What follows belongs to an exercise in optimizing a design on an open flow for small area; a production flow would make more cautious choices. At most, simulation tests tie the RTL to the original design; equivalence was not proved. Power is estimated from default activity; no workload was simulated.

## middle
// top_PF
module top_PF (
    input  signed [7:0] i_signals,
    input               clk,
    input               rst,
    output              o_clock,
    output signed [7:0] o_signal,
    output        [1:0] pwm
);
==> flow/config.mk <==
export PLATFORM = sky130hd
export DESIGN_NAME = top_PF
export DESIGN_NICKNAME = top_PF
export VERILOG_FILES = /design/flow/design.v
export SDC_FILE = /design/flow/constraint.sdc
export NUM_CORES = 4
export LEC_CHECK = 0
export ABC_AREA = 1
export CAP_MARGIN = 20
export CORE_MARGIN = 2
export CORE_UTILIZATION = 70
export CTS_BUF_LIST = sky130_fd_sc_hd__clkbuf_16
export CTS_CLUSTER_DIAMETER = 90
export CTS_CLUSTER_SIZE = 24
export SLEW_MARGIN = 20
==> flow/constraint.sdc <==
create_clock -name core_clock -period 20.0 [get_ports {clk}]
set_input_delay 4.0000 -clock core_clock [delete_from_list [all_inputs] [get_ports {clk}]]
set_output_delay 4.0000 -clock core_clock [all_outputs]
set_load 0.01 [all_outputs]
standard.sh (not shown) runs the stock make flow with config.mk's settings and CLKGATE_MAP_FILE= SYNTH_SCRIPT=/design/flow/synth_recipe.tcl, a recipe that flattens the netlist after the stock synthesis.
==> flow/flow/run.sh <==
#!/bin/bash
# The standard layout (standard.sh: every ORFS step, synthesis included,
# unchanged), with two options passed to it:
#  - CTS_ARGS: the clock tree as cts.tcl would build it from config.mk's CTS
#    settings, plus -dont_use_dummy_load (no dummy loads on the leaf nets);
#  - BUFFER_PORTS_ARGS: every input and output port is still buffered, with
#    sky130_fd_sc_hd__buf_1 instead of the delay cell buffer_ports picks.
# ORFS writes each step's full log under orfs/logs/; make's own output goes
# to standard_flow.log.
set -euo pipefail
CTS="-sink_clustering_enable -repair_clock_nets -dont_use_dummy_load"
CTS="$CTS -buf_list sky130_fd_sc_hd__clkbuf_16"
CTS="$CTS -sink_clustering_size 24 -sink_clustering_max_diameter 90"
bash standard.sh "CTS_ARGS=$CTS" "BUFFER_PORTS_ARGS=-buffer_cell sky130_fd_sc_hd__buf_1" finish > standard_flow.log 2>&1
Changes in east relative to middle:
- CTS_CLUSTER_SIZE changed from 24 to 28
diff --git a/flow/flow/run.sh b/flow/flow/run.sh
--- a/flow/flow/run.sh
+++ b/flow/flow/run.sh
@@ -12,3 +12,3 @@
 CTS="$CTS -buf_list sky130_fd_sc_hd__clkbuf_16"
-CTS="$CTS -sink_clustering_size 24 -sink_clustering_max_diameter 90"
+CTS="$CTS -sink_clustering_size 28 -sink_clustering_max_diameter 90"
 bash standard.sh "CTS_ARGS=$CTS" "BUFFER_PORTS_ARGS=-buffer_cell sky130_fd_sc_hd__buf_1" finish > standard_flow.log 2>&1
Worst reg-to-reg setup slack for east: 0.07 ns up relative to middle
Going from middle to east, TritonCTS buffer count dropped 10, switching component of the power barely changed.
Going from middle to east, maximum frequency grew slightly.

========
Setup of main:
top_PF, a different RTL version from the one above (not shown whole).
Size: ~3400 cells after synthesis, roughly 1800 flip-flops, roughly 21 I/O pins, roughly 50000 um2 of cells after synthesis.
clock: 20.0 ns
lec_check: 0
cap_margin: 20
core_margin: 2
core_utilization: 40
slew_margin: 20
run.sh (not shown) runs the stock make flow with config.mk's settings and CLKGATE_MAP_FILE= SYNTH_SCRIPT=/design/flow/synth_recipe.tcl, a recipe that flattens the netlist after the stock synthesis.
Stock flow here: none of the scripts above is used.
diff inputs: main => the feature branch
- CTS_BUF_LIST: unset -> sky130_fd_sc_hd__clkbuf_4
- CORE_UTILIZATION: 40 -> 70
Results
Of the feature branch and main, the higher global-route wire length before repair belongs to the feature branch.
The higher via count came out of the feature branch.
Between the feature branch and main, the share of the cycle needed by the critical path after routing figures differ only marginally.
A end point of the critical path of mreg[6] is what main shows, while mleft[6] belongs to the feature branch.
Reported for the feature branch and main, cell count after synthesis turned out identical to the last digit.
Compare the feature branch and main | portion of the layout cell area used by clock cells lower: the feature branch
Comparing non-clock buffer count for the feature branch and main, the smaller number came from the feature branch.
Comparing the two runs side by side, the feature branch comes out ahead of main on setup slack after layout.
No run of this note included a check of the RTL's function; only the layout flow was run.

========
top_PF, a different RTL version from the one above (not shown whole).
Size: ~3500 cells after synthesis, roughly 1800 flip-flops, ~21 I/O pins.
clock: 20.0 ns
lec_check: 0
abc_area: 1
cap_margin: 20
core_margin: 2
core_utilization: 70
cts_buf_list: sky130_fd_sc_hd__clkbuf_16
cts_cluster_diameter: 60
cts_cluster_size: 28
slew_margin: 20
standard.sh (not shown) runs the stock make flow with config.mk's settings and CLKGATE_MAP_FILE= SYNTH_SCRIPT=/design/flow/synth_recipe.tcl, a recipe that flattens the netlist after the stock synthesis.
==> flow/flow/run.sh <==
#!/bin/bash
# The standard layout (the standard.sh, every ORFS step unchanged), with
# one CTS option added: no dummy loads on the clock tree's leaf nets.  The
# other CTS options are the ones cts.tcl builds from config.mk.
set -euo pipefail
CTS="-sink_clustering_enable -repair_clock_nets -dont_use_dummy_load"
CTS="$CTS -buf_list sky130_fd_sc_hd__clkbuf_16"
CTS="$CTS -sink_clustering_size 28 -sink_clustering_max_diameter 90"
bash standard.sh "CTS_ARGS=$CTS" "BUFFER_PORTS_ARGS=-buffer_cell sky130_fd_sc_hd__buf_1" finish > standard_flow.log 2>&1
==> next run, changes <==
==> flow/run.sh (new file) <==
#!/bin/bash
# synth_recipe.tcl (not shown) runs the flow's synth.tcl, then flattens the netlist and writes it again
# the make line also repeats each setting of config.mk as NAME=value (left out here)
make -C /OpenROAD-flow-scripts/flow DESIGN_CONFIG=/design/flow/config.mk WORK_HOME=/design/flow/orfs CLKGATE_MAP_FILE= SYNTH_SCRIPT=/design/flow/synth_recipe.tcl finish
--- a/flow/config.mk
+++ b/flow/config.mk
@@ -12,3 +12,3 @@
 export CTS_BUF_LIST = sky130_fd_sc_hd__clkbuf_16
-export CTS_CLUSTER_DIAMETER = 60
+export CTS_CLUSTER_DIAMETER = 90
 export CTS_CLUSTER_SIZE = 28
removed: flow/flow/run.sh
removed: flow/standard.sh
Effect: Fmax rose by 0.39%; design area rose by 0.72%; setup slack gains 63 ps; die area is unchanged; wire length fell by 5.6%; total power rose by 1.6%; area after synthesis is unchanged; core utilization rose by 0.54 points; cell count rose by 0.58%.
==> next run, changes <==
==> flow/flow/run.sh (new file) <==
#!/bin/bash
# The standard layout (standard.sh: every ORFS step, synthesis included,
# unchanged), with two options passed to it:
#  - CTS_ARGS: the clock tree as cts.tcl would build it from config.mk's CTS
#    settings, plus -dont_use_dummy_load (no dummy loads on the leaf nets);
#  - BUFFER_PORTS_ARGS: every input and output port is still buffered, with
#    sky130_fd_sc_hd__buf_1 instead of the delay cell buffer_ports picks.
# ORFS writes each step's full log under orfs/logs/; make's own output goes
# to standard_flow.log.
set -euo pipefail
CTS="-sink_clustering_enable -repair_clock_nets -dont_use_dummy_load"
CTS="$CTS -buf_list sky130_fd_sc_hd__clkbuf_16"
CTS="$CTS -sink_clustering_size 28 -sink_clustering_max_diameter 90"
bash standard.sh "CTS_ARGS=$CTS" "BUFFER_PORTS_ARGS=-buffer_cell sky130_fd_sc_hd__buf_1" finish > standard_flow.log 2>&1
==> flow/standard.sh (new file) <==
#!/bin/bash
# synth_recipe.tcl (not shown) runs the flow's synth.tcl, then flattens the netlist and writes it again
# the make line also repeats each setting of config.mk as NAME=value (left out here)
make -C /OpenROAD-flow-scripts/flow DESIGN_CONFIG=/design/flow/config.mk WORK_HOME=/design/flow/orfs CLKGATE_MAP_FILE= SYNTH_SCRIPT=/design/flow/synth_recipe.tcl "${@:-finish}"
removed: flow/run.sh
=> Final area went down by 0.72%; wire length went up by 6.0%; final cell count decreases by 0.57%; setup slack gets worse by 63 ps; first-iteration DRC count climbs by 0.58%.
==> next run, changes <==
==> flow/flow/run.sh (replaced) <==
#!/bin/bash
# The standard layout (the standard.sh, every ORFS step unchanged), with
# one CTS option added: no dummy loads on the clock tree's leaf nets.  The
# other CTS options are the ones cts.tcl builds from config.mk.
set -euo pipefail
CTS="-sink_clustering_enable -repair_clock_nets -dont_use_dummy_load"
CTS="$CTS -buf_list sky130_fd_sc_hd__clkbuf_16"
CTS="$CTS -sink_clustering_size 28 -sink_clustering_max_diameter 90"
bash standard.sh "CTS_ARGS=$CTS" finish > standard_flow.log 2>&1
--- a/flow/config.mk
+++ b/flow/config.mk
@@ -12,3 +12,3 @@
 export CTS_BUF_LIST = sky130_fd_sc_hd__clkbuf_16
-export CTS_CLUSTER_DIAMETER = 90
+export CTS_CLUSTER_DIAMETER = 60
 export CTS_CLUSTER_SIZE = 28
The changed run finished with timing, DRC and antenna clean.
Via count goes down by 1.3%.
Maximum frequency hardly moves.
Global-route usage goes down by 1.8 points.
Sequential power barely changes.

========
top_PF again, from the RTL that the note above started with.
Settings: LEC_CHECK=0, ABC_AREA=1, CAP_MARGIN=20, CORE_MARGIN=2, CORE_UTILIZATION=70, CTS_BUF_LIST=sky130_fd_sc_hd__clkbuf_16, CTS_CLUSTER_DIAMETER=60, CTS_CLUSTER_SIZE=28, SLEW_MARGIN=20; clock period 20.0 ns.
==> flow/flow/run.sh <==
#!/bin/bash
# The standard layout (the standard.sh, every ORFS step unchanged), with
# one CTS option added: no dummy loads on the clock tree's leaf nets.  The
# other CTS options are the ones cts.tcl builds from config.mk.
set -euo pipefail
CTS="-sink_clustering_enable -repair_clock_nets -dont_use_dummy_load"
CTS="$CTS -buf_list sky130_fd_sc_hd__clkbuf_16"
CTS="$CTS -sink_clustering_size 28 -sink_clustering_max_diameter 90 -tree_buf sky130_fd_sc_hd__clkbuf_8"
bash standard.sh "CTS_ARGS=$CTS" finish > standard_flow.log 2>&1
Then changed:
--- a/flow/flow/run.sh
+++ b/flow/flow/run.sh
@@ -8 +8 @@
-CTS="$CTS -sink_clustering_size 28 -sink_clustering_max_diameter 90 -tree_buf sky130_fd_sc_hd__clkbuf_8"
+CTS="$CTS -sink_clustering_size 24 -sink_clustering_max_diameter 90"
=> Count of clock-buffer cells in the layout rises by 10; final cell count barely changes; critical path depth stays the same; clock power rises by about 7%; core utilization rises by 0.37 points; die area does not change; first-iteration DRC count rises by 3.6%; final area rises by 0.49%; power rises by 2.3%; sequential power is about the same; worst hold slack is worse by 0.015 ns.

========
Setup of run 3:
RTL: one of the versions met above, not the one the previous note started from.
Size: about 50000 um2 of cells after synthesis.
Design top_PF, start of the top module:
module top_PF (
    input  signed [7:0] i_signals,
    input               clk,
    input               rst,
    output              o_clock,
    output signed [7:0] o_signal,
    output        [1:0] pwm
);
clock: 20.0 ns
lec_check: 0
cap_margin: 20
core_margin: 2
core_utilization: 70
cts_buf_list: sky130_fd_sc_hd__clkbuf_8
cts_cluster_diameter: 40
cts_cluster_size: 16
slew_margin: 20
run.sh (not shown) runs the stock make flow with config.mk's settings and CLKGATE_MAP_FILE= SYNTH_SCRIPT=/design/flow/synth_recipe.tcl, a recipe that flattens the netlist after the stock synthesis.
Stock flow here: none of the scripts above is used.
Run 3: PASS, flow complete, no timing, DRC or antenna violations
Input changes introduced in run 2 (baseline for comparison: run 3):
# run 3
export LEC_CHECK = 0
export CAP_MARGIN = 20
export CORE_MARGIN = 2
export CORE_UTILIZATION = 70
export CTS_BUF_LIST = sky130_fd_sc_hd__clkbuf_8
export CTS_CLUSTER_DIAMETER = 40
export CTS_CLUSTER_SIZE = 16
export SLEW_MARGIN = 20
create_clock -name core_clock -period 20.0 [get_ports {clk}]
# run 2
export LEC_CHECK = 0
export CAP_MARGIN = 20
export CORE_MARGIN = 2
export CORE_UTILIZATION = 70
export CTS_BUF_LIST = sky130_fd_sc_hd__clkbuf_16
export CTS_CLUSTER_DIAMETER = 40
export CTS_CLUSTER_SIZE = 30
export SLEW_MARGIN = 20
create_clock -name core_clock -period 20.0 [get_ports {clk}]
## What came out
There was hardly any difference in post-layout instance count excluding filler cells between run 3 and run 2. Compared to run 3, run 2 has smallest hold slack 0.013 ns higher. Final cell area: run 2 above run 3. Between run 3 and run 2, the leakage power is lower for run 3. Run 2: clock latency at the later pin of the worst-skew pair 0.08 ns below run 3.
No run of this note included a check of the RTL's function; only the layout flow was run.

========
build 13:
Another version of the RTL of top_PF (not shown whole).
Size: ~1800 flip-flops, roughly 50000 um^2 of cells after synthesis.
## top_PF
module top_PF (
    input  signed [7:0] i_signals,
    input               clk,
    input               rst,
    output              o_clock,
    output signed [7:0] o_signal,
    output        [1:0] pwm
);
Settings: LEC_CHECK=0, ABC_AREA=1, CAP_MARGIN=20, CORE_MARGIN=2, CORE_UTILIZATION=70, CTS_BUF_LIST=sky130_fd_sc_hd__clkbuf_8, CTS_CLUSTER_DIAMETER=40, CTS_CLUSTER_SIZE=16, SLEW_MARGIN=20; clock period 20.0 ns.
Build 13: all stages complete, timing, DRC and antenna checks passed
Modified inputs, build 9 compared to build 13
-- flow/config.mk --
<<< build 13, line 13
export CTS_CLUSTER_DIAMETER = 40
export CTS_CLUSTER_SIZE = 16
>>> build 9, line 13
export CTS_CLUSTER_DIAMETER = 35
export CTS_CLUSTER_SIZE = 18
==> comparison <==
- Sort build 13 and build 9 by count of vias placed by the detailed router, ascending, and build 13 comes first.
- Cell row count: build 9 vs build 13 identical
- Global-route usage: build 9 vs build 13 up 0.52 points
- The power consumption reported for build 9 is greater than that of build 13 by about 5.3%.
- Compared with build 13, build 9 shows critical path depth that has gone up by a few percent.
- Sort build 13 and build 9 by cell area asc -> top: build 13
- Build 13 → build 9: maximum VDD drop went up; synthesized-area fraction occupied by and/or/nand/nor cells did not really move.
- Comparing build 9 with build 13, the number of vias per cell after detailed routing came out essentially unchanged.
- Higher utilization was reported by build 9, not build 13.
--- input diff build 9..build 19 ---
-- flow/config.mk --
<<< build 9, line 12
export CTS_BUF_LIST = sky130_fd_sc_hd__clkbuf_8
export CTS_CLUSTER_DIAMETER = 35
export CTS_CLUSTER_SIZE = 18
>>> build 19, line 12
export CTS_BUF_LIST = sky130_fd_sc_hd__clkbuf_16
export CTS_CLUSTER_DIAMETER = 60
export CTS_CLUSTER_SIZE = 28
==> comparison <==
Build 19 completed end to end with timing, DRC and antenna clean.
Build 19 vs. build 9: final cell count saw a decrease, total power shrank by 5.6%, worst path required time lost 160 ps, number of non-clock buffers in the layout comparable.
Re utilization: build 19 and build 9 aren't equal, and the lower value belongs to build 19.

========
Another version of the RTL of top_PF (not shown whole).
For scale: about 1800 flip-flops, ~50000 µm² of cells after synthesis.
export LEC_CHECK = 0
export ABC_AREA = 1
export CAP_MARGIN = 20
export CORE_MARGIN = 2
export CORE_UTILIZATION = 70
export CTS_BUF_LIST = sky130_fd_sc_hd__clkbuf_16
export CTS_CLUSTER_DIAMETER = 60
export CTS_CLUSTER_SIZE = 28
export SLEW_MARGIN = 20
create_clock -name core_clock -period 20.0 [get_ports {clk}]
standard.sh (not shown) runs the stock make flow with config.mk's settings and CLKGATE_MAP_FILE= SYNTH_SCRIPT=/design/flow/synth_recipe.tcl, a recipe that flattens the netlist after the stock synthesis.
==> flow/flow/run.sh <==
#!/bin/bash
# The standard layout (the standard.sh, every ORFS step unchanged), with
# one CTS option added: no dummy loads on the clock tree's leaf nets.  The
# other CTS options are the ones cts.tcl builds from config.mk.
set -euo pipefail
CTS="-sink_clustering_enable -repair_clock_nets -dont_use_dummy_load"
CTS="$CTS -buf_list sky130_fd_sc_hd__clkbuf_16"
CTS="$CTS -sink_clustering_size 28 -sink_clustering_max_diameter 90"
bash standard.sh "CTS_ARGS=$CTS" finish > standard_flow.log 2>&1
Edit:
--- a/flow/flow/run.sh
+++ b/flow/flow/run.sh
@@ -6,4 +6,4 @@
 CTS="-sink_clustering_enable -repair_clock_nets -dont_use_dummy_load"
 CTS="$CTS -buf_list sky130_fd_sc_hd__clkbuf_16"
-CTS="$CTS -sink_clustering_size 28 -sink_clustering_max_diameter 90"
+CTS="$CTS -sink_clustering_size 28 -sink_clustering_max_diameter 60"
 bash standard.sh "CTS_ARGS=$CTS" finish > standard_flow.log 2>&1
- cell count is about the same
- total power rose by 1.6%
- setup slack gets better by 0.024 ns
- final area rose by 0.33%
- clock power rose by about 5%
- first-iteration DRC count rose by 18%

afterwards: timing with drivers on the ports:
The results above use ideal ports. As a check the final layouts listed here were re-extracted and re-timed, cells and wires unchanged. Step 1 (the two cells are an assumption about what drives the block):
set clk [get_ports {clk}]
set_driving_cell -lib_cell sky130_fd_sc_hd__clkbuf_16 $clk
set_driving_cell -lib_cell sky130_fd_sc_hd__buf_2 [delete_from_list [all_inputs] $clk]
Step 2, shift: input delay + t, output delay - t, t = (earliest + latest rising clock arrival at the registers) / 2. This alone moves slack from input paths to output paths. Slacks: ideal ports / drivers / drivers and shift; pairs: ideal ports / drivers.
run	shift t [ns]	setup WS [ns]	worst setup path at the end	clock arrival spread, ns	worst register clock-pin slew, ns
middle	0.698	3.637 / 3.637 / 3.637	register to register	0.115 / 0.116	0.11 / 0.11
east	0.698	3.705 / 3.705 / 3.705	register to register	0.123 / 0.123	0.12 / 0.12
main	0.827	1.610 / 1.610 / 1.610	register to register	0.052 / 0.053	0.07 / 0.07
the feature branch	1.185	1.621 / 1.621 / 1.621	register to register	0.212 / 0.211	0.10 / 0.10
the first run of note 3	0.698	3.907 / 3.907 / 3.907	register to register	0.129 / 0.128	0.12 / 0.12
the second run of note 3	0.722	3.970 / 3.970 / 3.970	register to register	0.066 / 0.066	0.11 / 0.11
the third run of note 3	0.698	3.907 / 3.907 / 3.907	register to register	0.129 / 0.128	0.12 / 0.12
the fourth run of note 3	0.678	3.951 / 3.951 / 3.951	register to register	0.143 / 0.143	0.12 / 0.12
the first run of note 4	0.678	3.951 / 3.951 / 3.951	register to register	0.143 / 0.143	0.12 / 0.12
the second run of note 4	0.701	3.964 / 3.964 / 3.964	register to register	0.102 / 0.102	0.11 / 0.11
run 3	0.859	1.567 / 1.567 / 1.567	register to register	0.072 / 0.073	0.10 / 0.10
run 2	0.788	1.476 / 1.476 / 1.476	register to register	0.085 / 0.085	0.11 / 0.11
build 13	0.863	1.928 / 1.928 / 1.928	register to register	0.080 / 0.081	0.10 / 0.10
build 9	0.849	1.962 / 1.962 / 1.962	register to register	0.063 / 0.063	0.11 / 0.11
build 19	0.710	1.746 / 1.746 / 1.746	register to register	0.055 / 0.055	0.11 / 0.11
the first run of note 7	0.688	3.781 / 3.781 / 3.781	register to register	0.129 / 0.129	0.12 / 0.12
the second run of note 7	0.699	3.805 / 3.805 / 3.805	register to register	0.167 / 0.167	0.12 / 0.12
After both steps every run listed still meets setup and hold.
